Context: an optimization exercise on an open-source flow, tuned for small area and a short achievable clock period. The choices shown serve that exercise and are no tape-out recipe. In this exercise RTL edits were held to simulation tests only and were not proved equivalent to the original.

--- flow/config.mk ---
export PLATFORM = sky130hd
export DESIGN_NAME = question_6
export DESIGN_NICKNAME = question_6
export VERILOG_FILES = /design/flow/design.v
export SDC_FILE = /design/flow/constraint.sdc
export NUM_CORES = 4
export LEC_CHECK = 0
export CAP_MARGIN = 20
export CORE_MARGIN = 2
export CORE_UTILIZATION = 40
export SETUP_SLACK_MARGIN = 0.5
export SLEW_MARGIN = 20
export TNS_END_PERCENT = 100
--- flow/constraint.sdc ---
create_clock -name core_clock -period 5.0 [get_ports {clk}]
set_input_delay 1.0000 -clock core_clock [delete_from_list [all_inputs] [get_ports {clk}]]
set_output_delay 1.0000 -clock core_clock [all_outputs]
set_load 0.01 [all_outputs]
--- flow/design.v ---
module pg3_pre (
    input  [15:0] a,
    input  [15:0] b,
    output [15:0] p,
    output [15:0] g,
    output [15:0] o
);
    assign p = a ^ b;
    assign g = a & b;
    assign o = a | b;
endmodule
module pg3_post #(parameter INV = 0) (
    input  [15:0] p,
    input  [15:0] g,
    input  [15:0] o,
    input  [15:0] ci,
    output [15:0] s,
    output [15:0] c
);
    wire [15:0] cc = INV ? ~ci : ci;
    assign s = p ^ cc;
    assign c = (cc & o) | (~cc & g);
endmodule
module add16 (
    input  [15:0] a,
    input  [15:0] b,
    output [15:0] s
);
    assign s = a + b;
endmodule
module question_6(
    input clk,
    input rst,
    input signed [15:0] x,
    output reg signed [15:0] y
);
    reg signed [15:0] s1, s2, s3;
    wire [15:0] y_sh1 = {y[15], y[15:1]};
    wire [15:0] y_sh2 = {y[15], y[15], y[15:2]};
    wire [15:0] p1, g1, o1, p2, g2, o2;
    wire [15:0] ss1, cc1, ss2, cc2;
    wire [15:0] y_n, s1_n, s2_n;
    pg3_pre pre1 (.a(s2), .b(y_sh1), .p(p1), .g(g1), .o(o1));
    pg3_pre pre2 (.a(s3), .b(y_sh2), .p(p2), .g(g2), .o(o2));
    pg3_post #(.INV(1)) post1 (.p(p1), .g(g1), .o(o1), .ci(x), .s(ss1), .c(cc1));
    pg3_post #(.INV(0)) post2 (.p(p2), .g(g2), .o(o2), .ci(x), .s(ss2), .c(cc2));
    add16 add_y  (.a(x),   .b(s1),                .s(y_n));
    add16 add_s1 (.a(ss1), .b({cc1[14:0], 1'b1}), .s(s1_n));
    add16 add_s2 (.a(ss2), .b({cc2[14:0], 1'b0}), .s(s2_n));
    always @(posedge clk or posedge rst) begin
        if (rst) begin
            s1 <= 16'sd0;
            s2 <= 16'sd0;
            s3 <= 16'sd0;
            y  <= 16'sd0;
        end else begin
            y  <= y_n;
            s1 <= s1_n;
            s2 <= s2_n;
            s3 <= y;
        end
    end
endmodule
--- flow/flow/run.sh ---
#!/bin/bash
# Own flow: the standard synthesis, then the combinational logic re-mapped by
# ABC with a delay target (flow/remap.tcl), then the standard layout steps.
# Each tool's output goes to a log file of its own in this folder.
set -euo pipefail
W=$(pwd)
R=$W/orfs/results/$FLOW_PLATFORM/question_6/base
D=$(cat flow/abc_delay_ps)

bash standard.sh synth > $W/log_1_standard_synth.txt 2>&1
cp $R/1_2_yosys.v $W/standard_synth.v

sed "s/{D}/$D/g" flow/abc_remap.script > $W/abc_remap.script
printf "set_driving_cell sky130_fd_sc_hd__buf_1\nset_load 5\n" > $W/abc_remap.constr
REMAP_IN=$W/standard_synth.v REMAP_OUT=$W/remap.v REMAP_SCRIPT=$W/abc_remap.script \
REMAP_CONSTR=$W/abc_remap.constr \
LIB_FILE=$FLOW_HOME/platforms/$FLOW_PLATFORM/lib/sky130_fd_sc_hd__tt_025C_1v80.lib \
  yosys -c flow/remap.tcl > $W/log_2_remap_yosys.txt 2>&1
# keep only the top module (the cell definitions were read from the library)
awk -v top="$FLOW_TOP" '$1=="module" && $2==top {f=1} f{print} /^endmodule/{f=0}' $W/remap.v.all > $W/remap.v
cp $W/remap.v $R/1_2_yosys.v
rm -f $R/1_synth.odb $R/1_synth.sdc

bash standard.sh finish > $W/log_3_standard_layout.txt 2>&1
--- flow/flow/abc_delay_ps ---
1300
--- flow/flow/abc_remap.script ---
strash
dch
map -D {D}
topo
stime -c
buffer -c
upsize -c -D {D}
dnsize -c -D {D}
stime -c
--- flow/flow/remap.tcl ---
# Re-map the combinational logic of the standard synthesis netlist with ABC,
# using a delay target, so that ABC recovers area off the critical paths
# instead of upsizing every gate. Flip-flops are kept as they are (same
# instances, names and cell types).
# env: REMAP_IN REMAP_OUT REMAP_SCRIPT LIB_FILE
yosys -import
set lib $::env(LIB_FILE)
read_liberty -lib $lib
read_verilog $::env(REMAP_IN)
read_liberty -overwrite -ignore_miss_func $lib
hierarchy -top $::env(FLOW_TOP)
set seq {}
foreach c [regexp -all -inline {sky130_fd_sc_hd__df[a-z0-9_]+} [read [open $::env(REMAP_IN)]]] {
  if {[lsearch $seq $c] < 0} { lappend seq $c }
}
setattr -mod -set keep_hierarchy 1 {*}$seq
flatten
select $::env(FLOW_TOP)
opt_clean
abc -liberty $lib -script $::env(REMAP_SCRIPT) -constr $::env(REMAP_CONSTR)
opt_clean -purge
hilomap -singleton -hicell sky130_fd_sc_hd__conb_1 HI -locell sky130_fd_sc_hd__conb_1 LO
insbuf -buf sky130_fd_sc_hd__buf_4 A X
opt_clean -purge
tee -o $::env(REMAP_OUT).stat stat -liberty $lib
write_verilog -noattr -nohex -nodec -selected $::env(REMAP_OUT).all
--- flow/standard.sh ---
#!/bin/bash
# synth_recipe.tcl (not shown) runs the flow's synth.tcl, then flattens the netlist and writes it again
# the make line also repeats each setting of config.mk as NAME=value (left out here)
make -C /OpenROAD-flow-scripts/flow DESIGN_CONFIG=/design/flow/config.mk WORK_HOME=/design/flow/orfs CLKGATE_MAP_FILE= SYNTH_SCRIPT=/design/flow/synth_recipe.tcl "${@:-finish}"
==> results of run 1 <==
==> impl_metrics.json, run 1 <==
{
  "status": "did not finish",
  "synth_warnings": 1,
  "stop_stage": "netlist read-in after synthesis (1_synth)",
  "tool.error": "[ERROR STA-1390] question_6 is not a verilog module."
}
==> inputs of run 2 (changes only) <==
--- a/flow/flow/run.sh
+++ b/flow/flow/run.sh
@@ -18,5 +18,5 @@
   yosys -c flow/remap.tcl > $W/log_2_remap_yosys.txt 2>&1
 # keep only the top module (the cell definitions were read from the library)
-awk -v top="$FLOW_TOP" '$1=="module" && $2==top {f=1} f{print} /^endmodule/{f=0}' $W/remap.v.all > $W/remap.v
+awk -v top="$FLOW_TOP" '$1=="module" && index($2, top "(")==1 {f=1} f{print} /^endmodule/{f=0}' $W/remap.v.all > $W/remap.v
 cp $W/remap.v $R/1_2_yosys.v
 rm -f $R/1_synth.odb $R/1_synth.sdc
--- a/flow/flow/remap.tcl
+++ b/flow/flow/remap.tcl
@@ -18,5 +18,10 @@
 select $::env(FLOW_TOP)
 opt_clean
-abc -liberty $lib -script $::env(REMAP_SCRIPT) -constr $::env(REMAP_CONSTR)
+# cells the platform marks don't-use (probe and low-power-flow cells)
+set dont_use {}
+foreach {m c} [regexp -all -inline {cell\s*\(\s*"?(sky130_fd_sc_hd__(?:lpflow_|probe)[A-Za-z0-9_]*)} [read [open $lib]]] {
+  lappend dont_use -dont_use $c
+}
+abc -liberty $lib {*}$dont_use -script $::env(REMAP_SCRIPT) -constr $::env(REMAP_CONSTR)
 opt_clean -purge
 hilomap -singleton -hicell sky130_fd_sc_hd__conb_1 HI -locell sky130_fd_sc_hd__conb_1 LO
==> run 2 against run 1 <==
Net effect:
- the run now finishes clean
==> impl_metrics.json, run 2 <==
{
  "status": "complete, no violations",
  "synthesis.nets": 731,
  "cts_root_buf": "clkbuf_16",
  "cap_violations": 0,
  "synth_area_per_cell_um2": 6.765,
  "clkLatencyLatePin_ns": 0.34,
  "drt_iter0_markers": 214,
  "syn_to_final_growth_pct": 15.41,
  "fillCellCount": 1198,
  "cts-hold-fix-buffers": 0,
  "worstRegToRegCells": 13,
  "antenna_found_initial": 0,
  "final_cell_mix": "nand2_1, nor2_1, inv_1",
  "crit_start": "x[4]",
  "synth_warnings": 1,
  "grt_max_degree": 36,
  "reg2reg_from": "y[3]",
  "grt_pass1_vias": 4205,
  "rows": 40,
  "dp_hpwl_mm": 8.863,
  "drtPass1Iterations": 5,
  "timing.fmax_mhz": 327.6,
  "numCtsBuffers": 9,
  "ioPinCount": 34,
  "netlist_area_um2": 4823,
  "hold_class": "reg2reg",
  "path_depth": 12,
  "final.period_utilization_pct": 61.06,
  "startpoint_type": "input port",
  "place_area_um2": 5233,
  "core_um2": 11910,
  "cts_sinks": 64,
  "wl_per_cell_um": 12.68,
  "hold_violations": 0,
  "critPathArrivalTime_ns": 3.23,
  "ant_nets": 0,
  "drive_gt1_share_pct": 5.882,
  "cts-htree-levels": 3,
  "num_antenna_cells": 0,
  "die_x_um": 113.8,
  "cp_slowest_cell": "clkdlybuf4s50_1",
  "final_common_cell": "nand2_1",
  "syn-instance-count": 713,
  "die_h_um": 113.8,
  "reg2reg_to": "s2[15]",
  "port_buffers": 33,
  "post_cts_buffers": 0,
  "endpoint": "s2[15]",
  "period_minus_slack_ns": 3.053,
  "rsz0062_at_grt": "no",
  "final_area_um2": 5567,
  "critPathKind": "in2reg",
  "regToRegSetupSlack_ns": 2.68,
  "clock_path_buffers": 2,
  "cts.repair.resized": 0,
  "multi_input_area_um2": 2730,
  "gp_congestion": 0.8952,
  "finalClockSkew_ns": 0.006345,
  "cpPeakStageDelay_ns": 0.54,
  "routed_via_density": 5.029,
  "start_util_pct": 40.49,
  "cp_cell_sequence": "clkdlybuf4s50_1 > a21oi_1 > o21ai_0 > nand2_1 > xor2_1 > nand3_1 > nand4_2 > nand4_2 > nand3_1 > nand2_1 > nand4_1 > o2111ai_1",
  "nets": 761,
  "grt_overflow": 0,
  "clk_pin_slew_ns": 0.05,
  "cp_max_fo": 7,
  "grt_util_all_layers_pct": 18.86,
  "tightest_slew_ns": 0.6402,
  "design.die.area_um2": 12950,
  "slew-limit-headroom_pct": 57.26,
  "routed_wl_mm": 11.35,
  "critical_path_required_ns": 5.17,
  "fin_tns_setup_ns": 0,
  "post-route-drc-count": 0,
  "cp_top_family": "simple AND/OR/NAND/NOR gates",
  "vias": 4501,
  "slew_violations": 0,
  "cts_tree": "done",
  "critical_path_buf_inv_count": 1,
  "ff_latch_area_um2": 1602,
  "cp-end-kind": "register",
  "finalSetupViolCount": 0,
  "grt_pass1_wl_mm": 18.98
}
## run 2: how the worst min path moves through the flow
| stage | start | endpoint | slack (ns) | depth (start not counted) |
|---|---|---|---|---|
| after floorplan | y[1] | s3[1] | 0.40 | 0 |
| after global placement | y[0] | s3[0] | 0.36 | 0 |
| after detailed placement | y[0] | s3[0] | 0.37 | 0 |
| after CTS | y[0] | s3[0] | 0.38 | 0 |
| after global routing | y[0] | s3[0] | 0.39 | 0 |
| final | y[0] | s3[0] | 0.38 | 0 |
## run 2: final cells by class
cell class                      instances  area share [%]
Clock buffer                           14           4.922
Clock inverter                          2           1.079
Inverter                              101           6.811
Multi-Input combinational cell        533           49.04
Sequential cell                        64           28.77
Tap cell                              147           3.304
Timing Repair Buffer                   34           6.069
## run 2: routing by layer
metal	GRT usage, %	share of wire [%]	vias to the layer above
li1	-	-	2331
met1	23.85	46	2072
met2	31.82	48	83
met3	2.710	3.9	15
met4	9.024	2.3	0
met5	0	0	-
## run 2: worst reg2reg max path: stages, from the launching register on
cell and delay [ns]:
dfrtp_1 0.44, inv_1 0.08, nor2_1 0.15, o21ai_1 0.07, o21ai_0 0.10, nand2_1 0.10
o21ai_1 0.31, nand4_2 0.21, nand4_2 0.16, nand4_2 0.12, nand3_1 0.10, nand2_1 0.07
nand4_1 0.08, o2111ai_1 0.18
## run 2: per-stage QoR
| stage | hold slack, ns | std cells | setup slack, ns | util [%] |
|---|---|---|---|---|
| final | 0.3752 | 895 | 1.947 | 46.73 |
| after floorplan | 0.3956 | 713 | 2.402 | - |
| after global routing | 0.3876 | 895 | 1.717 | 46.73 |
| after detailed placement | 0.3664 | 879 | 1.572 | 43.93 |
| after CTS | 0.3793 | 895 | 1.922 | 46.73 |
| after global placement | 0.3643 | 879 | 1.645 | 43.93 |
==> inputs of run 3 (changes only) <==
--- a/flow/config.mk
+++ b/flow/config.mk
@@ -9,4 +9,6 @@
 export CORE_MARGIN = 2
 export CORE_UTILIZATION = 40
+export CTS_BUF_LIST = sky130_fd_sc_hd__clkbuf_8
+export CTS_CLUSTER_SIZE = 24
 export SETUP_SLACK_MARGIN = 0.5
 export SLEW_MARGIN = 20
==> run 3 against run 2 <==
Net effect:
- still clean on timing, DRC and antenna
- clock skew is 0.0026 ns higher
- worst setup slack better by 0.037 ns
- fmax is 1.2% higher
- routed wire length is 0.56% lower
- critical endpoint unchanged
- highest routed layer unchanged
==> impl_metrics.json, run 3 <==
{
  "grt_pass1_wl_mm": 18.85,
  "synthesis.nets": 731,
  "antenna_found_initial": 0,
  "start_util_pct": 40.49,
  "drt_iter0_markers": 195,
  "fin_tns_setup_ns": 0,
  "die_h_um": 113.8,
  "cp_cell_sequence": "clkdlybuf4s50_1 > inv_1 > nand2_1 > o21ai_0 > nor2_1 > o21ai_1 > nand4_2 > nand4_2 > nand4_2 > nand3_1 > nand2_1 > nand4_1 > o2111ai_1",
  "rows": 40,
  "nets": 761,
  "critPathKind": "in2reg",
  "syn-instance-count": 713,
  "grt_pass1_vias": 4186,
  "final_cell_mix": "nand2_1, nor2_1, inv_1",
  "whs_ns": 0.3806,
  "cts.repair.resized": 0,
  "cp_slowest_cell": "clkdlybuf4s50_1",
  "die_x_um": 113.8,
  "routed_via_density": 4.969,
  "cp-end-kind": "register",
  "final_common_cell": "nand2_1",
  "syn_to_final_growth_pct": 13.31,
  "tightest_slew_ns": 0.6500,
  "wl_per_cell_um": 12.61,
  "numCtsBuffers": 9,
  "drtPass1Iterations": 5,
  "grt_max_degree": 36,
  "crit_path_frequent_cell": "nand4_2",
  "cpPeakStageDelay_ns": 0.51,
  "design.die.area_um2": 12950,
  "cp_max_fo": 6,
  "slew-limit-headroom_pct": 56.60,
  "finalClockSkew_ns": 0.008981,
  "core_um2": 11910,
  "synth_warnings": 1,
  "startpoint_type": "input port",
  "cts_tree": "done",
  "netlist_area_um2": 4823,
  "final.period_utilization_pct": 60.32,
  "period_minus_slack_ns": 3.016,
  "synth_area_per_cell_um2": 6.765,
  "critical_path_buf_inv_count": 2,
  "cts-htree-levels": 3,
  "dp_hpwl_mm": 8.863,
  "ioPinCount": 34,
  "cts_sinks": 64,
  "cap_violations": 0,
  "ant_nets": 0,
  "routed_wl_mm": 11.28,
  "hold_class": "reg2reg",
  "drive_gt1_share_pct": 5.882,
  "clkLatencyLatePin_ns": 0.37,
  "critPathArrivalTime_ns": 3.21,
  "gp_congestion": 0.8952,
  "status": "complete, no violations",
  "clk_pin_slew_ns": 0.07,
  "post_cts_buffers": 0,
  "vias": 4447,
  "finalSetupViolCount": 0,
  "rsz0062_at_grt": "no",
  "post-route-drc-count": 0,
  "grt_util_all_layers_pct": 18.67,
  "cts_root_buf": "clkbuf_8",
  "timing.fmax_mhz": 331.6,
  "grt_overflow": 0,
  "critical_path_required_ns": 5.20,
  "hold_violations": 0,
  "cp_top_family": "simple AND/OR/NAND/NOR gates",
  "port_buffers": 33,
  "slew_violations": 0,
  "num_antenna_cells": 0,
  "clock_path_buffers": 2,
  "cts-hold-fix-buffers": 0
}
[run 3: per-stage QoR]
step / cells / cell area, um^2 / setup slack [ns] / util (%)
3_5_place_dp: 879 / 5233 / 1.572 / 43.93
3_3_place_gp: 879 / 5233 / 1.645 / 43.93
2_1_floorplan: 713 / 4823 / 2.402 / -
5_1_grt: 895 / 5465 / 1.757 / 45.88
4_1_cts: 895 / 5465 / 1.955 / 45.88
6_report: 895 / 5465 / 1.984 / 45.88
[run 3: layout make-up]
type                       instances  area, um^2
clock buffer                      12       165.2
timing repair buffer              34       337.8
sequential                        64        1602
multi-input combinational        533        2730
tap                              147       183.9
clock inverter                     4       67.56
fill                            1213        6446
inverter                         101       379.1
[run 3: path summary, 6_finish.rpt]
kind / start / slack (ns) / cells after the start / to
max in group asynchronous: rst / 3.01 / 3 / s3[7]
min in group asynchronous: rst / 1.05 / 2 / s1[1]
hold reg to reg: y[0] / 0.38 / 0 / s3[0]
setup / recovery: x[2] / 1.98 / 13 / s2[15]
setup reg to reg: y[4] / 2.68 / 12 / s2[15]
hold / removal: y[0] / 0.38 / 0 / s3[0]
[run 3: layer usage]
metal	GRT usage [%]	part of all wire, %	up-vias
met5	0	0	-
met4	8.862	2.6	0
met3	2.816	3.2	19
met2	31.38	47	60
met1	23.65	47	2043
li1	-	-	2325
[run 3: worst reg2reg max path, delay by kind of cell, from the launching register on]
kind            cells  cell delay (ns)
simple gates        8             1.02
flops               1             0.46
compound gates      4             0.69
==> inputs of run 4 (changes only) <==
--- a/flow/config.mk
+++ b/flow/config.mk
@@ -11,5 +11,5 @@
 export CTS_BUF_LIST = sky130_fd_sc_hd__clkbuf_8
 export CTS_CLUSTER_SIZE = 24
-export SETUP_SLACK_MARGIN = 0.5
+export SETUP_SLACK_MARGIN = 2.5
 export SLEW_MARGIN = 20
 export TNS_END_PERCENT = 100
==> run 4 against run 3 <==
Net effect:
- count of clock-buffer cells in the layout is 1 lower
- non-clock buffer count is 28 higher
- hold slack better by 0.0063 ns
- fmax is 22% higher
- highest routed layer unchanged
- still clean on timing, DRC and antenna
- core utilization is 4.9 points higher
- cell count is 3.1% higher
- sequential share of layout area is 2.7 points lower
==> impl_metrics.json, run 4 <==
{
  "status": "complete, no violations",
  "final_common_cell": "nand2_1",
  "fin_tns_setup_ns": 0,
  "cp_max_fo": 8,
  "drive_gt1_share_pct": 21.13,
  "die_x_um": 113.8,
  "timing.fmax_mhz": 404.1,
  "finalSetupViolCount": 0,
  "drtPass1Iterations": 5,
  "gp_congestion": 0.9128,
  "syn_to_final_growth_pct": 25.45,
  "crit_start": "y[10]",
  "post-route-drc-count": 0,
  "routed_via_density": 5.130,
  "critical_path_buf_inv_count": 1,
  "place_area_um2": 5236,
  "design.die.area_um2": 12950,
  "grt_pass1_vias": 4543,
  "rows": 40,
  "die_h_um": 113.8,
  "drt_iter0_markers": 236,
  "cp_slowest_cell": "clkdlybuf4s50_1",
  "cp_top_family": "buffers and inverters",
  "critPathArrivalTime_ns": 1.47,
  "ant_nets": 0,
  "synthesis.nets": 731,
  "hold_class": "reg2reg",
  "startpoint_type": "register",
  "worstRegToRegCells": 13,
  "cts_sinks": 64,
  "regToRegSetupSlack_ns": 2.77,
  "hold_violations": 0,
  "wl_per_cell_um": 13.35,
  "numCtsBuffers": 9,
  "syn-instance-count": 713,
  "clkLatencyLatePin_ns": 0.37,
  "cpPeakStageDelay_ns": 0.60,
  "cts_tree": "done",
  "core_um2": 11910,
  "cp-end-kind": "primary output",
  "place_inst": 879,
  "critical_path_required_ns": 4.00,
  "reg2reg_from": "y[3]",
  "final_area_um2": 6051,
  "fin_cells": 923,
  "synth_area_per_cell_um2": 6.765,
  "final_cell_mix": "nand2_1, nor2_1, inv_1",
  "netlist_area_um2": 4823,
  "cap_violations": 0,
  "vias": 4735,
  "endpoint": "y[10]",
  "dp_hpwl_mm": 8.830,
  "final.period_utilization_pct": 49.49,
  "rsz0062_at_grt": "yes",
  "port_buffers": 33,
  "num_antenna_cells": 0,
  "cp_cell_sequence": "clkdlybuf4s50_1",
  "path_depth": 1,
  "slew-limit-headroom_pct": 52.59,
  "antenna_found_initial": 0,
  "synth_warnings": 1,
  "cts-hold-fix-buffers": 0,
  "finalClockSkew_ns": 0.01057,
  "routed_wl_mm": 12.32,
  "cts_root_buf": "clkbuf_8",
  "slew_violations": 0,
  "tightest_slew_ns": 0.7096,
  "grt_overflow": 0,
  "cts-htree-levels": 3,
  "start_util_pct": 40.49,
  "clock_path_buffers": 2,
  "grt_util_all_layers_pct": 20.01,
  "ioPinCount": 34,
  "reg2reg_to": "s2[14]",
  "grt_max_degree": 34,
  "critPathKind": "reg2out",
  "period_minus_slack_ns": 2.474,
  "clk_pin_slew_ns": 0.07,
  "hold_path_startpoint": "y[0]",
  "nets": 789,
  "grt_pass1_wl_mm": 20.31
}
run 4: stage by stage:
step | utilization (%) | setup slack (ns) | hold WS [ns]
floorplan | - | 2.569 | 0.3956
global placement | 43.96 | 1.660 | 0.3696
detailed placement | 43.96 | 1.584 | 0.3651
CTS | 49.00 | 2.469 | 0.3883
global route | 50.80 | 2.455 | 0.4039
finish | 50.80 | 2.526 | 0.3869
run 4: metal layers:
| metal | up-vias | GRT usage, % | wire (um) |
|---|---|---|---|
| met5 | - | 0 | 0 |
| met4 | 0 | 10.00 | 361 |
| met3 | 25 | 3.719 | 504 |
| met2 | 99 | 34.53 | 6160 |
| met1 | 2230 | 23.92 | 5296 |
| li1 | 2381 | - | - |
run 4: worst min path at each step:
stage	slack [ns]	cells past startpoint	to
global placement	0.37	0	s3[0]
floorplan	0.40	0	s3[1]
global route	0.40	0	s3[0]
CTS	0.39	0	s3[0]
detailed placement	0.37	0	s3[0]
finish	0.39	0	s3[0]
run 4: area by class of cell:
cell class	instances	area, um^2
flip-flops and latches	64	1609
fillers	1163	5861
clock buffers	11	151.4
clock inverters	5	102.6
well taps	147	183.9
repair buffers	62	504.2
inverters	101	385.4
multi-input cells	533	3114
run 4: timing repair:
item                                    in CTS  in global routing
pin swaps                                   30                 24
resized for setup                           78                 77
endpoints found under the setup margin      33                 28
buffers inserted                            19                  9
gates cloned                                 0                  0
==> inputs of run 5 (changes only) <==
--- a/flow/flow/run.sh
+++ b/flow/flow/run.sh
@@ -22,3 +22,4 @@
 rm -f $R/1_synth.odb $R/1_synth.sdc
 
+export BUFFER_PORTS_ARGS="-buffer_cell sky130_fd_sc_hd__buf_2"
 bash standard.sh finish > $W/log_3_standard_layout.txt 2>&1
--- a/flow/config.mk
+++ b/flow/config.mk
@@ -11,5 +11,5 @@
 export CTS_BUF_LIST = sky130_fd_sc_hd__clkbuf_8
 export CTS_CLUSTER_SIZE = 24
-export SETUP_SLACK_MARGIN = 2.5
+export SETUP_SLACK_MARGIN = 3.0
 export SLEW_MARGIN = 20
 export TNS_END_PERCENT = 100
==> run 5 against run 4 <==
Net effect:
- synthesized cell count unchanged
- worst setup slack improved by 0.11 ns
- die area unchanged
- non-clock buffer count increased by 44
- critical endpoint is now s2[5]
==> impl_metrics.json, run 5 <==
{
  "cpPeakStageDelay_ns": 0.16,
  "nets": 833,
  "fin_tns_setup_ns": 0,
  "antenna_found_initial": 0,
  "final_util_pct": 57.85,
  "vias": 4860,
  "cts-htree-levels": 3,
  "critical_path_required_ns": 5.26,
  "slew_violations": 0,
  "clock_path_buffers": 2,
  "finalSetupViolCount": 0,
  "rows": 40,
  "cp-end-kind": "register",
  "tightest_slew_ns": 0.6031,
  "core_um2": 11910,
  "wl_per_cell_um": 14.17,
  "synth_warnings": 1,
  "routed_wl_mm": 13.71,
  "syn_to_final_growth_pct": 42.85,
  "dp_hpwl_mm": 9.182,
  "cp_cell_sequence": "buf_12 > buf_6 > nor2_4 > nor2_4 > nor2_4 > o21ai_4 > buf_4 > buf_6 > buf_6 > buf_6 > buf_6 > and2_4 > nor2_4 > o21ai_2 > xor2_1",
  "place_area_um2": 5233,
  "cts_root_buf": "clkbuf_8",
  "synthesis.nets": 731,
  "clk_pin_slew_ns": 0.07,
  "startpoint_type": "input port",
  "place_inst": 879,
  "finalClockSkew_ns": 0.007167,
  "grt_overflow": 0,
  "fin_cells": 967,
  "clkLatencyLatePin_ns": 0.37,
  "final_cell_mix": "nand2_1, inv_1, nor2_1",
  "final_area_um2": 6890,
  "syn-instance-count": 713,
  "final_common_cell": "nand2_1",
  "timing.fmax_mhz": 423.8,
  "gp_congestion": 0.8666,
  "gr-max-usage-layer": "met2",
  "hold_violations": 0,
  "netlist_area_um2": 4823,
  "routed_via_density": 5.026,
  "cap_violations": 0,
  "final.period_utilization_pct": 47.20,
  "post-route-drc-count": 0,
  "cp_slowest_cell": "xor2_1",
  "cts_sinks": 64,
  "ant_nets": 0,
  "slew-limit-headroom_pct": 59.71,
  "grtUsageMet2_pct": 38.36,
  "num_antenna_cells": 0,
  "grt_pass1_wl_mm": 21.67,
  "period_minus_slack_ns": 2.360,
  "cts_tree": "done",
  "critical_path_buf_inv_count": 7,
  "rsz0062_at_grt": "yes",
  "grt_pass1_vias": 4713,
  "status": "complete, no violations",
  "grt_max_degree": 39,
  "drtPass1Iterations": 5,
  "start_util_pct": 40.49,
  "die_h_um": 113.8,
  "grt_use_met1_pct": 24.61,
  "die_x_um": 113.8,
  "drt_iter0_markers": 177,
  "grt_util_met3_pct": 5.101,
  "critPathArrivalTime_ns": 2.62,
  "synth_area_per_cell_um2": 6.765,
  "hold_class": "reg2reg",
  "port_buffers": 33,
  "critPathKind": "in2reg",
  "cp_max_fo": 2,
  "cp_top_family": "buffers and inverters",
  "ioPinCount": 34,
  "drive_gt1_share_pct": 36.46,
  "crit_path_frequent_cell": "buf_6",
  "numCtsBuffers": 9,
  "design.die.area_um2": 12950,
  "whs_ns": 0.3922,
  "grt_util_all_layers_pct": 21.43
}
run 5: cell types whose count changed in the layout (fill, tap and decap cells not counted), moves of 12 or more:
cell             previous run  this run
clkdlybuf4s50_1            18         0
buf_2                       2        15
nor2_1                     99        87
nand2_1                   155       142
buf_4                      29        55
buf_6                       0        29
run 5: cell type report:
type	instances	area, um^2
clock buffer	11	151.4
clock inverter	5	47.55
fill	1050	5021
inverter	101	416.7
multi-input combinational	533	3522
sequential	64	1619
tap	147	183.9
timing repair buffer	106	949.7
run 5: worst reg2reg max path: stages, from the launching register on:
cell      delay (ns)
dfrtp_2         0.49
or2_4           0.30
nand2_1         0.06
o211ai_1        0.13
buf_4           0.17
buf_4           0.12
buf_4           0.12
nand2_1         0.09
nand4_1         0.11
nand3b_1        0.21
nand2_1         0.14
xnor2_2         0.18
run 5: repair_timing:
action,in CTS,in global routing
resized for setup,142,86
setup buffers,49,23
pin swaps,63,62
setup endpoints to repair,45,46
cloned,0,0
hold buffers,0,0
run 5: layer usage:
layer / vias up / routed length, um
met2: 79 / 7115
li1: 2470 / -
met4: 0 / 335
met5: - / 0
met3: 25 / 483
met1: 2286 / 5770
run 5: metrics by stage:
| stage | setup slack, ns |
|---|---|
| final | 2.640 |
| after global routing | 2.558 |
| after CTS | 2.720 |
| after detailed placement | 2.094 |
| after global placement | 2.118 |
| after floorplan | 2.667 |
run 5: final timing paths:
check	start	to	slack [ns]	cells past startpoint
max	x[1]	s2[5]	2.64	15
min	y[0]	s3[0]	0.39	0
max reg2reg	y[5]	s1[10]	2.76	11
min reg2reg	y[0]	s3[0]	0.39	0
max in group asynchronous	rst	y[5]	3.37	3
min in group asynchronous	rst	s3[10]	0.69	2
==> inputs of run 6 (changes only) <==
==> flow/flow/abc_delay_ps (replaced) <==
1000
==> run 6 against run 5 <==
Net effect:
- count of clock-buffer cells in the layout fell by 1
- non-clock buffer count rose by 12
- largest cell class unchanged
- worst setup slack gained 0.17 ns
- cell area grew 9.3%
- fmax rose by 7.7%
==> impl_metrics.json, run 6 <==
{
  "synth_area_per_cell_um2": 6.629,
  "grtUsageMet2_pct": 34.82,
  "cp-end-kind": "register",
  "timing.fmax_mhz": 456.3,
  "routed_via_density": 5.107,
  "grt_use_met1_pct": 28.39,
  "post-route-drc-count": 0,
  "hold_class": "reg2reg",
  "vias": 5628,
  "status": "complete, no violations",
  "startpoint_type": "input port",
  "hold_path_startpoint": "y[0]",
  "cts_tree": "done",
  "drive_gt1_share_pct": 36.18,
  "netlist_area_um2": 5423,
  "reg2reg_from": "y[2]",
  "crit_start": "x[2]",
  "grt_util_all_layers_pct": 21.46,
  "clock_path_buffers": 2,
  "rsz0062_at_grt": "yes",
  "slew-limit-headroom_pct": 60.74,
  "final.period_utilization_pct": 43.83,
  "cap_violations": 0,
  "cts_sinks": 64,
  "gp_congestion": 0.8758,
  "whs_ns": 0.3786,
  "worstRegToRegCells": 11,
  "antenna_found_initial": 0,
  "syn_to_final_growth_pct": 38.90,
  "clkLatencyLatePin_ns": 0.39,
  "die_h_um": 120.4,
  "gr-max-usage-layer": "met2",
  "design.die.area_um2": 14500,
  "cts_root_buf": "clkbuf_8",
  "synthesis.nets": 836,
  "hold_depth": 0,
  "final_cell_mix": "nand2_1, inv_1, nor2_1",
  "core_um2": 13240,
  "finalSetupViolCount": 0,
  "rows": 42,
  "num_antenna_cells": 0,
  "fillCellCount": 1228,
  "routed_wl_mm": 15.92,
  "tightest_slew_ns": 0.5890,
  "cp_max_fo": 5,
  "preCtsSetupSlack_ns": 2.251,
  "nets": 941,
  "critPathKind": "in2reg",
  "dp_hpwl_mm": 10.10,
  "die_x_um": 120.4,
  "critPathArrivalTime_ns": 2.45,
  "cts-hold-fix-buffers": 0,
  "synth_warnings": 1,
  "numCtsBuffers": 9,
  "grt_overflow": 0,
  "syn-instance-count": 818,
  "cts-htree-levels": 3,
  "start_util_pct": 40.95,
  "grt_pass1_vias": 5240,
  "drtPass1Iterations": 4,
  "period_minus_slack_ns": 2.191,
  "grt_util_met3_pct": 4.434,
  "ant_nets": 0,
  "ioPinCount": 34,
  "critical_path_required_ns": 5.26,
  "final.setup.worst_slack_ns": 2.809,
  "finalClockSkew_ns": 0.02292,
  "slew_violations": 0,
  "port_buffers": 33,
  "final_common_cell": "nand2_1",
  "clk_pin_slew_ns": 0.08,
  "grt_max_degree": 43,
  "drt_iter0_markers": 277,
  "hold_violations": 0,
  "fin_tns_setup_ns": 0,
  "grt_pass1_wl_mm": 24.76,
  "wl_per_cell_um": 14.45
}
## run 6: metrics by stage
stage / cells / cell area [um^2] / utilization [%]
after detailed placement: 1004 / 5688 / 42.95
after global placement: 1004 / 5688 / 42.95
after CTS: 1089 / 6894 / 52.06
final: 1102 / 7532 / 56.88
after floorplan: 818 / 5487 / -
after global routing: 1102 / 7532 / 56.88
## run 6: worst max-delay path, stage by stage
cell	delay, ns
buf_12	0.11
a21oi_4	0.12
o21ai_2	0.09
a21o_1	0.23
nand2_4	0.12
nand4_4	0.10
nand4_1	0.14
nand4_1	0.20
nand3_2	0.14
nand2_2	0.06
nand3_2	0.06
nand2_2	0.07
## run 6: timing repair
action / 4_1_cts / 5_1_grt
pin swaps: 52 / 65
resized for setup: 133 / 141
endpoints found under the setup margin: 41 / 41
buffers inserted: 71 / 13
## run 6: final timing paths
| check | to | slack, ns |
|---|---|---|
| min in group asynchronous | s2[3] | 0.65 |
| setup reg to reg | s1[15] | 2.87 |
| hold reg to reg | s3[0] | 0.38 |
| setup / recovery | s2[13] | 2.81 |
| hold / removal | s3[0] | 0.38 |
| max in group asynchronous | y[14] | 3.35 |
## run 6: layout make-up
| type | instances | area (um^2) | share of cell area (%) |
|---|---|---|---|
| well taps | 176 | 220.2 | 2.924 |
| inverters | 105 | 430.4 | 5.714 |
| clock inverters | 4 | 16.27 | 0.2159 |
| multi-input cells | 625 | 4053 | 53.80 |
| clock buffers | 10 | 137.6 | 1.827 |
| flip-flops and latches | 64 | 1619 | 21.49 |
| repair buffers | 118 | 1056 | 14.02 |
## run 6: routing by layer
| layer | vias to the layer above | wire length (um) | share of wire [%] |
|---|---|---|---|
| met4 | 0 | 315 | 2.0 |
| met1 | 2619 | 7287 | 46 |
| li1 | 2877 | - | - |
| met2 | 105 | 7722 | 49 |
| met3 | 27 | 595 | 3.7 |
| met5 | - | 0 | 0 |
==> inputs of run 7 (changes only) <==
==> flow/flow/abc_delay_ps (replaced) <==
1300
--- a/flow/config.mk
+++ b/flow/config.mk
@@ -11,5 +11,5 @@
 export CTS_BUF_LIST = sky130_fd_sc_hd__clkbuf_8
 export CTS_CLUSTER_SIZE = 24
-export SETUP_SLACK_MARGIN = 3.0
+export SETUP_SLACK_MARGIN = 2.7
 export SLEW_MARGIN = 20
 export TNS_END_PERCENT = 100
==> run 7 against run 6 <==
Net effect:
- highest routed layer unchanged
- critical endpoint is now s2[14]
- non-clock buffer count down 61
- routed wire length shrank 22%
- global-route usage decreased by 1.8 points
- critical path depth unchanged
- sequential share of layout area grew 5.5 points
- register-to-register slack got worse by 0.13 ns
- still clean on timing, DRC and antenna
- die area decreased by 11%
- core utilization decreased by 7.0 points
==> impl_metrics.json, run 7 <==
{
  "status": "complete, no violations",
  "fin_tns_setup_ns": 0,
  "final_area_um2": 5937,
  "grt_overflow": 0,
  "num_antenna_cells": 0,
  "grt_max_degree": 41,
  "final.period_utilization_pct": 48.05,
  "ff_latch_area_um2": 1603,
  "routed_wl_mm": 12.45,
  "finalClockSkew_ns": 0.009710,
  "clkLatencyLatePin_ns": 0.36,
  "rows": 40,
  "ant_nets": 0,
  "cts-htree-levels": 3,
  "core_um2": 11910,
  "grt_pass1_vias": 4377,
  "critical_path_required_ns": 5.30,
  "post-route-drc-count": 0,
  "place_area_um2": 5147,
  "synthesis.nets": 731,
  "routed_via_density": 5.116,
  "dp_hpwl_mm": 8.890,
  "cp-end-kind": "register",
  "rsz0062_at_grt": "yes",
  "cts_root_buf": "clkbuf_8",
  "wl_per_cell_um": 13.61,
  "slew_violations": 0,
  "slew-limit-headroom_pct": 58.53,
  "multi_input_area_um2": 3163,
  "cts_sinks": 64,
  "grt_pass1_wl_mm": 19.97,
  "critPathKind": "in2reg",
  "cts_tree": "done",
  "drtPass1Iterations": 4,
  "vias": 4681,
  "gp_congestion": 0.8326,
  "cp_max_fo": 6,
  "hold_class": "reg2reg",
  "final_cell_mix": "nand2_1, nor2_1, inv_1",
  "port_buffers": 33,
  "die_h_um": 113.8,
  "timing.fmax_mhz": 416.2,
  "drive_gt1_share_pct": 22.92,
  "drt_iter0_markers": 218,
  "cts-hold-fix-buffers": 0,
  "final_util_pct": 49.84,
  "period_minus_slack_ns": 2.403,
  "ioPinCount": 34,
  "numCtsBuffers": 9,
  "die_x_um": 113.8,
  "fillCellCount": 1197,
  "netlist_area_um2": 4823,
  "antenna_found_initial": 0,
  "design.die.area_um2": 12950,
  "final_common_cell": "nand2_1",
  "critPathArrivalTime_ns": 2.70,
  "clk_pin_slew_ns": 0.07,
  "syn_to_final_growth_pct": 23.09,
  "tightest_slew_ns": 0.6207,
  "synth_area_per_cell_um2": 6.765,
  "nets": 784,
  "cap_violations": 0,
  "hold_violations": 0,
  "startpoint_type": "input port",
  "grt_util_all_layers_pct": 19.62,
  "clock_path_buffers": 2,
  "start_util_pct": 40.49,
  "syn-instance-count": 713,
  "finalSetupViolCount": 0,
  "synth_warnings": 1
}
run 7: final timing paths:
| kind | cells past startpoint | endpoint | startpoint | slack [ns] |
|---|---|---|---|---|
| min in group asynchronous | 2 | s2[8] | rst | 0.70 |
| hold / removal | 0 | s3[0] | y[0] | 0.39 |
| setup reg to reg | 11 | s2[14] | y[5] | 2.74 |
| hold reg to reg | 0 | s3[0] | y[0] | 0.39 |
| max in group asynchronous | 3 | y[6] | rst | 3.32 |
| setup / recovery | 12 | s2[14] | x[3] | 2.60 |
run 7: cell type report:
class                      count  share of cell area [%]
sequential                    64                   27.00
inverter                     101                   6.807
clock buffer                  13                   3.014
tap                          147                   3.098
timing repair buffer          57                   6.807
multi-input combinational    533                   53.28
run 7: stage by stage:
stage | setup WS, ns | instances | hold WS, ns
finish | 2.597 | 915 | 0.3853
floorplan | 2.666 | 713 | 0.3956
detailed placement | 2.021 | 879 | 0.3570
CTS | 2.692 | 901 | 0.3869
global placement | 2.010 | 879 | 0.3572
global route | 2.503 | 915 | 0.3955
run 7: worst max-delay path: stages:
cell and delay [ns]:
buf_8 0.10, inv_4 0.05, a21oi_4 0.19, buf_6 0.15, xor2_4 0.24, nand4_4 0.18, nand4_1 0.15, nand4_1 0.21
nand2_2 0.16, nand2_2 0.07, o2bb2ai_2 0.12, nand2_1 0.07
run 7: repair_timing:
| action | 4_1_cts | 5_1_grt |
|---|---|---|
| setup buffers | 9 | 14 |
| endpoints found under the hold margin | 0 | 0 |
| endpoints found under the setup margin | 20 | 23 |
| resized for setup | 29 | 90 |
| cloned | 0 | 0 |
| pin swaps | 23 | 34 |
run 7: layer usage:
layer  up-vias  track usage [%]  part of all wire (%)
li1       2376                -                     -
met1      2227            23.37                    44
met2        64            35.57                    52
met3        14            3.294                   2.8
met4         0            7.073                   1.5
met5         -                0                     0
==> inputs of run 8 (changes only) <==
--- a/flow/config.mk
+++ b/flow/config.mk
@@ -8,8 +8,8 @@
 export CAP_MARGIN = 20
 export CORE_MARGIN = 2
-export CORE_UTILIZATION = 40
+export CORE_UTILIZATION = 60
 export CTS_BUF_LIST = sky130_fd_sc_hd__clkbuf_8
 export CTS_CLUSTER_SIZE = 24
-export SETUP_SLACK_MARGIN = 2.7
+export SETUP_SLACK_MARGIN = 2.5
 export SLEW_MARGIN = 20
 export TNS_END_PERCENT = 100
==> run 8 against run 7 <==
Net effect:
- largest cell class unchanged
- count of clock-buffer cells in the layout shrank 3
- still clean on timing, DRC and antenna
- fmax shrank 1.2%
- cell count down 6.2%
- global-route usage increased by 7.9 points
- critical path depth is 1 higher
==> impl_metrics.json, run 8 <==
{
  "final.period_utilization_pct": 48.64,
  "hold_class": "reg2reg",
  "clock_path_buffers": 2,
  "critPathArrivalTime_ns": 2.67,
  "grt_use_met1_pct": 35.15,
  "place_inst": 834,
  "critical_path_buf_inv_count": 2,
  "nets": 769,
  "fin_cells": 858,
  "finalSetupViolCount": 0,
  "grt_overflow": 0,
  "grt_pass1_wl_mm": 18.97,
  "cpPeakStageDelay_ns": 0.29,
  "wl_per_cell_um": 13.57,
  "hold_end": "s3[0]",
  "critPathKind": "in2reg",
  "synth_warnings": 1,
  "regToRegSetupSlack_ns": 2.74,
  "cp_cell_sequence": "buf_2 > inv_2 > nor2_4 > a21oi_4 > o21ai_2 > nand2_1 > nand2_1 > a21oi_2 > nand2_2 > nand2_1 > nor2_2 > nor2_2 > xor2_1",
  "routed_wl_mm": 11.65,
  "synthesis.nets": 731,
  "ant_nets": 0,
  "rsz0062_at_grt": "yes",
  "cp_top_family": "simple AND/OR/NAND/NOR gates",
  "hold_path_startpoint": "y[0]",
  "core_um2": 7767,
  "hold_depth": 0,
  "period_minus_slack_ns": 2.432,
  "design.die.area_um2": 8772,
  "gp_congestion": 0.8467,
  "num_antenna_cells": 0,
  "port_buffers": 33,
  "numCtsBuffers": 9,
  "startpoint_type": "input port",
  "slew-limit-headroom_pct": 51.76,
  "cts-htree-levels": 3,
  "cts_sinks": 64,
  "final_common_cell": "nand2_1",
  "die_h_um": 93.66,
  "cp_slowest_cell": "xor2_1",
  "fin_tns_setup_ns": 0,
  "crit_path_frequent_cell": "nand2_1",
  "grtUsageMet2_pct": 47.60,
  "finalClockSkew_ns": 0.009507,
  "post-route-drc-count": 0,
  "path_depth": 13,
  "dp_hpwl_mm": 8.816,
  "syn-instance-count": 713,
  "cts_tree": "done",
  "grt_max_degree": 34,
  "fillCellCount": 639,
  "clk_pin_slew_ns": 0.08,
  "grt_util_all_layers_pct": 27.49,
  "clkLatencyLatePin_ns": 0.35,
  "antenna_found_initial": 0,
  "rows": 32,
  "drive_gt1_share_pct": 15.48,
  "grt_pass1_vias": 4272,
  "slew_violations": 0,
  "cts_root_buf": "clkbuf_8",
  "netlist_area_um2": 4823,
  "synth_area_per_cell_um2": 6.765,
  "cp_max_fo": 7,
  "status": "complete, no violations",
  "grt_util_met3_pct": 3.371,
  "drtPass1Iterations": 5,
  "ioPinCount": 34,
  "cp-end-kind": "register",
  "final_cell_mix": "nand2_1, nor2_1, inv_1",
  "hold_violations": 0,
  "reg2reg_from": "y[6]",
  "cap_violations": 0,
  "gr-max-usage-layer": "met2",
  "drt_iter0_markers": 164,
  "die_x_um": 93.66,
  "critical_path_required_ns": 5.24,
  "worstRegToRegCells": 15,
  "final_util_pct": 70.54,
  "start_util_pct": 62.10,
  "timing.fmax_mhz": 411.2,
  "syn_to_final_growth_pct": 13.59,
  "routed_via_density": 5.340,
  "tightest_slew_ns": 0.7221,
  "reg2reg_to": "s1[14]",
  "vias": 4582
}
run 8: worst max-delay path by stage:
stage          from  endpoint  slack, ns
2_1_floorplan  x[1]    s1[12]       2.57
3_3_place_gp   x[1]    s2[14]       2.07
3_5_place_dp   x[1]    s2[11]       1.99
4_1_cts        x[4]    s2[11]       2.50
5_1_grt        x[1]    s1[14]       2.43
6_report       x[0]      y[7]       2.57
run 8: what timing repair did:
item | CTS | global route
endpoints found under the setup margin | 11 | 23
hold buffers | 0 | 0
gates resized for setup | 10 | 40
setup buffers | 1 | 7
pin swaps | 4 | 23
run 8: layout make-up:
cell class,instances,area (um^2),share of cell area [%]
multi-input cells,533,2900,52.93
well taps,102,127.6,2.329
inverters,101,390.4,7.125
clock inverters,6,82.58,1.507
flip-flops and latches,64,1602,29.23
repair buffers,42,239.0,4.362
clock buffers,10,137.6,2.512
run 8: per-stage QoR:
stage	area, um^2	hold slack [ns]	setup slack (ns)
floorplan	4827	0.3956	2.569
global placement	5015	0.3506	2.072
detailed placement	5015	0.3821	1.986
CTS	5273	0.3937	2.499
global route	5479	0.3942	2.428
finish	5479	0.3904	2.568
run 8: routing by layer:
layer	wire [um]	vias up
met3	295	19
li1	-	2350
met2	5763	71
met5	0	-
met1	5341	2142
met4	245	0
==> inputs of run 9 (changes only) <==
--- a/flow/config.mk
+++ b/flow/config.mk
@@ -8,5 +8,5 @@
 export CAP_MARGIN = 20
 export CORE_MARGIN = 2
-export CORE_UTILIZATION = 60
+export CORE_UTILIZATION = 40
 export CTS_BUF_LIST = sky130_fd_sc_hd__clkbuf_8
 export CTS_CLUSTER_SIZE = 24
==> run 9 against run 8 <==
Net effect:
- worst setup slack worse by 0.0032 ns
- critical endpoint is now s2[14]
- highest routed layer unchanged
- largest cell class unchanged
- first-iteration DRC count rose by 30%
- clock skew decreased by 0.0011 ns
- non-clock buffer count down 2
- die area grew 48%
- core utilization shrank 25 points
- sequential share of layout area is 0.060 points higher
==> impl_metrics.json, run 9 <==
{
  "status": "complete, no violations",
  "cts_tree": "done",
  "synth_area_per_cell_um2": 6.765,
  "rows": 40,
  "vias": 4513,
  "rsz0062_at_grt": "yes",
  "whs_ns": 0.3741,
  "timing.fmax_mhz": 410.7,
  "core_um2": 11910,
  "final_cell_mix": "nand2_1, nor2_1, inv_1",
  "num_antenna_cells": 0,
  "grt_pass1_vias": 4291,
  "endpoint": "s2[14]",
  "cp_cell_sequence": "buf_2 > a21oi_1 > o21ai_0 > nand2_1 > xor2_2 > nand4_2 > nand4_1 > nand4_1 > nand2_1 > nand2_1 > o2bb2ai_1 > nand2_1",
  "critical_path_required_ns": 5.31,
  "port_buffers": 33,
  "startpoint_type": "input port",
  "finalSetupViolCount": 0,
  "routed_via_density": 5.009,
  "cpPeakStageDelay_ns": 0.25,
  "die_x_um": 113.8,
  "dp_hpwl_mm": 8.906,
  "crit_start": "x[4]",
  "hold_violations": 0,
  "wl_per_cell_um": 12.88,
  "cts-hold-fix-buffers": 0,
  "die_h_um": 113.8,
  "final.period_utilization_pct": 48.70,
  "slew_violations": 0,
  "crit_path_frequent_cell": "nand2_1",
  "ioPinCount": 34,
  "design.die.area_um2": 12950,
  "cp_slowest_cell": "xor2_2",
  "nets": 767,
  "start_util_pct": 40.49,
  "cts_root_buf": "clkbuf_8",
  "place_area_um2": 5071,
  "cp_max_fo": 7,
  "synth_warnings": 1,
  "cp-end-kind": "register",
  "regToRegSetupSlack_ns": 2.68,
  "fin_tns_setup_ns": 0,
  "tightest_slew_ns": 0.8832,
  "grt_pass1_wl_mm": 19.26,
  "antenna_found_initial": 0,
  "cts_sinks": 64,
  "synthesis.nets": 731,
  "final_area_um2": 5468,
  "cts-htree-levels": 3,
  "slew-limit-headroom_pct": 41.00,
  "routed_wl_mm": 11.61,
  "hold_class": "reg2reg",
  "grt_overflow": 0,
  "ant_nets": 0,
  "grt_max_degree": 40,
  "syn-instance-count": 713,
  "reg2reg_to": "s1[14]",
  "finalClockSkew_ns": 0.008371,
  "grt_util_all_layers_pct": 18.94,
  "final_common_cell": "nand2_1",
  "drive_gt1_share_pct": 15.25,
  "reg2reg_from": "y[2]",
  "critPathKind": "in2reg",
  "clkLatencyLatePin_ns": 0.37,
  "netlist_area_um2": 4823,
  "clk_pin_slew_ns": 0.08,
  "cap_violations": 0,
  "gp_congestion": 0.8391,
  "drtPass1Iterations": 5,
  "final_util_pct": 45.90,
  "drt_iter0_markers": 214,
  "period_minus_slack_ns": 2.435,
  "critPathArrivalTime_ns": 2.75,
  "worstRegToRegCells": 13,
  "numCtsBuffers": 9,
  "post-route-drc-count": 0,
  "syn_to_final_growth_pct": 13.36,
  "clock_path_buffers": 2
}
run 9: per-layer routing:
layer / global-route usage (%) / vias to the layer above / wire length, um
met3: 3.188 / 18 / 363
met1: 23.09 / 2083 / 5339
met5: 0 / - / 0
met4: 9.024 / 0 / 276
met2: 32.61 / 74 / 5625
li1: - / 2338 / -
run 9: what timing repair did:
item                                   CTS  global route
setup endpoints to repair                6            21
setup buffers                            0             6
pin swaps                                0            20
endpoints found under the hold margin    0             0
resized for setup                        3            46
run 9: critical path: cells and delay by family:
kind	cells	cell delay, ns
AND/OR/NAND/NOR	7	0.95
AO/OA/AOI/OAI	3	0.39
XOR/XNOR	1	0.25
buffers and inverters	1	0.14
run 9: how the worst min path moves through the flow:
stage / from / slack [ns] / depth (start not counted) / end
3_5_place_dp: y[0] / 0.36 / 0 / s3[0]
5_1_grt: y[0] / 0.39 / 0 / s3[0]
2_1_floorplan: y[1] / 0.40 / 0 / s3[1]
4_1_cts: y[0] / 0.38 / 0 / s3[0]
3_3_place_gp: y[0] / 0.36 / 0 / s3[0]
6_report: y[0] / 0.37 / 0 / s3[0]
run 9: stage by stage:
stage,instances,worst slack (ns)
after detailed placement,879,2.024
after global placement,879,2.099
after global routing,901,2.430
after CTS,895,2.476
after floorplan,713,2.569
final,901,2.565
run 9: cell type report:
class                   count  area [um^2]
well taps                 147        183.9
repair buffers             40        230.2
clock inverters             4        18.77
fillers                  1234         6444
multi-input cells         533         2878
flip-flops and latches     64         1602
inverters                 101        390.4
clock buffers              12        165.2
==> inputs of run 10 (changes only) <==
--- a/flow/flow/run.sh
+++ b/flow/flow/run.sh
@@ -23,3 +23,4 @@
 
 export BUFFER_PORTS_ARGS="-buffer_cell sky130_fd_sc_hd__buf_2"
+export CTS_ARGS="-sink_clustering_enable -repair_clock_nets -buf_list sky130_fd_sc_hd__clkbuf_4 -root_buf sky130_fd_sc_hd__clkbuf_8 -sink_clustering_size 32 -sink_clustering_max_diameter 120 -dont_use_dummy_load"
 bash standard.sh finish > $W/log_3_standard_layout.txt 2>&1
==> flow/flow/abc_delay_ps (replaced) <==
1200
==> flow/flow/abc_remap.script (replaced) <==
strash
dch
map -D {D}
strash
dch
map -D {D}
topo
stime -c
buffer -c
upsize -c -D {D}
dnsize -c -D {D}
==> run 10 against run 9 <==
Net effect:
- still clean
- fmax rose by 2.6%
- non-clock buffer count up 1
- sequential share of layout area increased by 0.71 points
- synthesized cell count rose by 0.70%
- via count up 1.1%
- critical path depth down 1
- highest routed layer unchanged
==> impl_metrics.json, run 10 <==
{
  "tightest_slew_ns": 0.9677,
  "core_um2": 11560,
  "grt_overflow": 0,
  "antenna_found_initial": 0,
  "wl_per_cell_um": 12.71,
  "routed_via_density": 5.111,
  "rsz0062_at_grt": "yes",
  "die_x_um": 113.5,
  "vias": 4564,
  "critPathArrivalTime_ns": 2.59,
  "final.period_utilization_pct": 47.46,
  "design.die.area_um2": 12880,
  "cts_sinks": 64,
  "nets": 770,
  "startpoint_type": "input port",
  "netlist_area_um2": 4796,
  "finalSetupViolCount": 0,
  "cts_root_buf": "clkbuf_8",
  "rows": 39,
  "numCtsBuffers": 9,
  "drt_iter0_markers": 236,
  "wl_met3_um": 460,
  "slew_violations": 0,
  "highest_layer": "met4",
  "cap_violations": 0,
  "ant_nets": 0,
  "routed_wl_mm": 11.35,
  "cp_cell_sequence": "buf_6 > inv_2 > o21ai_2 > o21ai_2 > nand2_1 > a21oi_2 > nand4_1 > nand4_2 > nand4_4 > a31oi_4 > o211ai_1",
  "critical_path_buf_inv_count": 2,
  "syn_to_final_growth_pct": 11.32,
  "synth_area_per_cell_um2": 6.679,
  "cp-end-kind": "register",
  "die_h_um": 113.5,
  "cp_top_family": "compound AO/OA/AOI/OAI gates",
  "clk_pin_slew_ns": 0.06,
  "wl_met1_mm": 5.294,
  "synthesis.nets": 736,
  "critPathKind": "in2reg",
  "ff_latch_area_um2": 1602,
  "final_cell_mix": "nand2_1, nor2_1, inv_1",
  "fillCellCount": 1164,
  "clkLatencyLatePin_ns": 0.36,
  "start_util_pct": 41.47,
  "cpPeakStageDelay_ns": 0.22,
  "grt_pass1_vias": 4305,
  "slew-limit-headroom_pct": 35.35,
  "place_area_um2": 5024,
  "period_minus_slack_ns": 2.373,
  "grt_max_degree": 41,
  "drtPass1Iterations": 5,
  "fin_tns_setup_ns": 0,
  "cts_tree": "done",
  "synth_warnings": 1,
  "cp_max_fo": 7,
  "status": "complete, no violations",
  "timing.fmax_mhz": 421.4,
  "hold_violations": 0,
  "grt_util_all_layers_pct": 18.86,
  "finalClockSkew_ns": 0.01436,
  "gp_congestion": 0.9541,
  "hold_class": "reg2reg",
  "grt_pass1_wl_mm": 19.19,
  "dp_hpwl_mm": 8.772,
  "cp_slowest_cell": "nand4_1",
  "syn-instance-count": 718,
  "critical_path_required_ns": 5.22,
  "crit_path_frequent_cell": "o21ai_2",
  "drive_gt1_share_pct": 12.67,
  "ioPinCount": 34,
  "post-route-drc-count": 0,
  "num_antenna_cells": 0,
  "final_common_cell": "nand2_1",
  "final_util_pct": 46.16,
  "cts-htree-levels": 3,
  "clock_path_buffers": 2,
  "multi_input_area_um2": 2826,
  "wl_met2_mm": 5.358,
  "final_area_um2": 5339,
  "port_buffers": 33
}
run 10: final timing paths:
check                      start     end  slack [ns]  cells after the start
max                         x[1]  s2[15]        2.63                     11
min                         y[0]   s3[0]        0.38                      0
max reg2reg                 y[7]  s1[14]        2.70                     10
min reg2reg                 y[0]   s3[0]        0.38                      0
max in group asynchronous    rst  s1[15]        3.30                      3
min in group asynchronous    rst    y[5]        0.83                      2
run 10: layout make-up:
type	count	share of cell area, %
Clock buffer	9	2.320
Inverter	98	7.007
Multi-Input combinational cell	538	52.94
Sequential cell	64	30.00
Tap cell	143	3.351
Timing Repair Buffer	41	4.382
run 10: worst reg2reg max path, stage by stage, from the launching register on:
cell and delay (ns):
dfrtp_1 0.48, nor2_1 0.31, o21ai_4 0.11, a22oi_1 0.20, nor2_1 0.11, nor3_1 0.24, o211ai_1 0.18, o211ai_1 0.28
o211ai_1 0.13, nand2_1 0.07, o21ai_1 0.06
run 10: per-stage QoR:
step           instances  worst slack [ns]  hold WS (ns)
2_1_floorplan        718             2.508        0.3700
3_3_place_gp         877             2.162        0.3578
3_5_place_dp         877             2.146        0.3643
4_1_cts              886             2.521        0.3810
5_1_grt              893             2.461        0.3988
6_report             893             2.627        0.3757
run 10: timing repair:
action                     CTS  global route
hold buffers                 0             0
resized for setup            0            35
setup endpoints to repair    0            16
setup buffers                0             7
run 10: routing by layer:
metal	global-route usage, %	up-vias
li1	-	2379
met1	23.94	2085
met3	3.241	18
met5	0	-
met4	8.618	0
met2	31.54	82
==> inputs of run 11 (changes only) <==
--- a/flow/flow/run.sh
+++ b/flow/flow/run.sh
@@ -23,4 +23,4 @@
 
 export BUFFER_PORTS_ARGS="-buffer_cell sky130_fd_sc_hd__buf_2"
-export CTS_ARGS="-sink_clustering_enable -repair_clock_nets -buf_list sky130_fd_sc_hd__clkbuf_4 -root_buf sky130_fd_sc_hd__clkbuf_8 -sink_clustering_size 32 -sink_clustering_max_diameter 120 -dont_use_dummy_load"
+export CTS_ARGS="-sink_clustering_enable -repair_clock_nets -buf_list sky130_fd_sc_hd__clkbuf_4 -root_buf sky130_fd_sc_hd__clkbuf_8 -sink_clustering_size 16 -dont_use_dummy_load"
 bash standard.sh finish > $W/log_3_standard_layout.txt 2>&1
==> flow/flow/abc_delay_ps (replaced) <==
1300
==> flow/flow/abc_remap.script (replaced) <==
strash
dch
map -D {D}
topo
stime -c
buffer -c
upsize -c -D {D}
dnsize -c -D {D}
stime -c
==> run 11 against run 10 <==
Net effect:
- still clean
- sequential share of layout area decreased by 0.41 points
- worst setup slack got worse by 0.048 ns
- die area increased by 0.56%
- first-iteration DRC count decreased by 0.42%
- cell count increased by 0.22%
==> impl_metrics.json, run 11 <==
{
  "status": "complete, no violations",
  "reg2reg_to": "s1[14]",
  "synthesis.nets": 731,
  "startpoint_type": "input port",
  "grt_overflow": 0,
  "final_area_um2": 5413,
  "grt_pass1_wl_mm": 19.10,
  "drt_iter0_markers": 235,
  "routed_via_density": 4.999,
  "reg2reg_from": "y[2]",
  "cpPeakStageDelay_ns": 0.25,
  "finalSetupViolCount": 0,
  "slew-limit-headroom_pct": 40.85,
  "drive_gt1_share_pct": 14.57,
  "start_util_pct": 40.49,
  "netlist_area_um2": 4823,
  "num_antenna_cells": 0,
  "cts-htree-levels": 3,
  "cp_max_fo": 7,
  "cts_sinks": 64,
  "numCtsBuffers": 9,
  "grt_pass1_vias": 4281,
  "wl_per_cell_um": 12.77,
  "core_um2": 11910,
  "rsz0062_at_grt": "yes",
  "ant_nets": 0,
  "clk_pin_slew_ns": 0.07,
  "grt_util_all_layers_pct": 18.79,
  "final.period_utilization_pct": 48.43,
  "dp_hpwl_mm": 8.906,
  "whs_ns": 0.3720,
  "cp_cell_sequence": "buf_2 > a21oi_1 > o21ai_0 > nand2_1 > xor2_2 > nand4_2 > nand4_1 > nand4_1 > nand2_1 > nand2_1 > o2bb2ai_1 > nand2_1",
  "synth_area_per_cell_um2": 6.765,
  "routed_wl_mm": 11.43,
  "regToRegSetupSlack_ns": 2.70,
  "hold_violations": 0,
  "gp_congestion": 0.8391,
  "drtPass1Iterations": 5,
  "final.setup.worst_slack_ns": 2.579,
  "cp_top_family": "simple AND/OR/NAND/NOR gates",
  "cap_violations": 0,
  "antenna_found_initial": 0,
  "slew_violations": 0,
  "clkLatencyLatePin_ns": 0.36,
  "crit_path_frequent_cell": "nand2_1",
  "fillCellCount": 1232,
  "rows": 40,
  "design.die.area_um2": 12950,
  "place_area_um2": 5071,
  "tightest_slew_ns": 0.8854,
  "critical_path_required_ns": 5.30,
  "port_buffers": 33,
  "grt_max_degree": 40,
  "post-route-drc-count": 0,
  "cp_slowest_cell": "xor2_2",
  "cts_root_buf": "clkbuf_8",
  "clock_path_buffers": 2,
  "ioPinCount": 34,
  "syn_to_final_growth_pct": 12.22,
  "hold_end": "s3[0]",
  "nets": 768,
  "hold_class": "reg2reg",
  "syn-instance-count": 713,
  "critical_path_buf_inv_count": 1,
  "worstRegToRegCells": 13,
  "cp-end-kind": "register",
  "critPathArrivalTime_ns": 2.72,
  "hold_depth": 0,
  "hold_path_startpoint": "y[0]",
  "preCtsSetupSlack_ns": 2.024,
  "cts_tree": "done",
  "final_cell_mix": "nand2_1, nor2_1, inv_1",
  "die_x_um": 113.8,
  "period_minus_slack_ns": 2.421,
  "fin_tns_setup_ns": 0,
  "timing.fmax_mhz": 413.0,
  "critPathKind": "in2reg",
  "die_h_um": 113.8,
  "finalClockSkew_ns": 0.01368,
  "vias": 4474,
  "final_common_cell": "nand2_1",
  "synth_warnings": 1
}
-- run 11: area by class of cell --
cell class	instances	area (um^2)	share of cell area, %
inverters	101	390.4	7.212
multi-input cells	533	2875	53.12
repair buffers	41	237.7	4.392
flip-flops and latches	64	1602	29.59
clock buffers	9	123.9	2.288
well taps	147	183.9	3.398
-- run 11: per-layer routing --
| layer | up-vias | global-route usage, % | part of all wire, % |
|---|---|---|---|
| met5 | - | 0 | 0 |
| met4 | 0 | 8.862 | 2.4 |
| met3 | 17 | 3.188 | 3.0 |
| met2 | 74 | 32.42 | 48 |
| met1 | 2047 | 22.89 | 46 |
| li1 | 2336 | - | - |
-- run 11: what timing repair did --
item / in CTS / in global routing
pin swaps: 0 / 20
gates cloned: 0 / 0
endpoints found under the setup margin: 6 / 21
hold buffers: 0 / 0
gates resized for setup: 3 / 45
buffers inserted: 0 / 7
-- run 11: metrics by stage --
| step | instances | utilization (%) |
|---|---|---|
| final | 895 | 45.44 |
| after CTS | 888 | 43.72 |
| after global routing | 895 | 45.44 |
| after floorplan | 713 | - |
| after detailed placement | 879 | 42.57 |
| after global placement | 879 | 42.57 |
-- run 11: how the worst max path moves through the flow --
stage                     endpoint  cells past startpoint  slack, ns  start
after floorplan             s1[12]                     13       2.57   x[1]
after global placement       y[14]                     15       2.10   x[1]
after detailed placement    s2[14]                     13       2.02   x[1]
after CTS                   s2[14]                     14       2.47  x[10]
after global routing        s1[14]                     13       2.43   x[1]
final                       s2[14]                     12       2.58   x[4]
-- run 11: worst register-to-register path, stage by stage, from the launching register on --
cell and delay, ns:
dfrtp_1 0.49, or2_1 0.30, nand2_1 0.07, nand2_1 0.06, nand2_2 0.11, o21ai_2 0.09
o211ai_1 0.21, nand3_1 0.14, nand4_1 0.16, nand3b_1 0.19, nand3_1 0.14, nand3_1 0.08
nand3_1 0.09, nand2_1 0.07

separate check: timing with driven ports:
Ports are ideal in the flow. The routed layouts listed here were re-timed in OpenROAD.
Step 1, drivers: a clkbuf_16 drives clk and a buf_2 each remaining input, both assumed.
Step 2, shift: input delay + t, output delay - t, t = (earliest + latest rising clock arrival at the registers) / 2. This alone moves slack from input paths to output paths.
Three values: ideal ports, drivers, drivers and shift; two values: the first two.
run | t (ns) | setup WS [ns] | hold WS [ns] | worst data-port slew with drivers (ns)
run 2 | 0.378 | 1.947 / 1.965 / 1.588 | 0.375 / 0.375 / 0.375 | 0.03
run 3 | 0.396 | 1.984 / 1.998 / 1.603 | 0.381 / 0.381 / 0.381 | 0.03
run 4 | 0.402 | 2.526 / 2.490 / 2.202 | 0.387 / 0.387 / 0.387 | 0.03
run 5 | 0.404 | 2.640 / 2.629 / 2.224 | 0.392 / 0.392 / 0.392 | 0.06
run 6 | 0.411 | 2.809 / 2.786 / 2.374 | 0.379 / 0.379 / 0.379 | 0.06
run 7 | 0.391 | 2.597 / 2.581 / 2.190 | 0.385 / 0.385 / 0.385 | 0.06
run 8 | 0.381 | 2.568 / 2.573 / 2.192 | 0.390 / 0.390 / 0.390 | 0.04
run 9 | 0.395 | 2.565 / 2.580 / 2.185 | 0.374 / 0.374 / 0.374 | 0.05
run 10 | 0.387 | 2.627 / 2.630 / 2.243 | 0.376 / 0.376 / 0.376 | 0.04
run 11 | 0.384 | 2.579 / 2.593 / 2.209 | 0.372 / 0.372 / 0.372 | 0.05
After both steps every run listed still meets setup and hold. The setup slack of run 6, which loses most, moves by -0.023 ns with the drivers and by -0.435 ns with both steps.
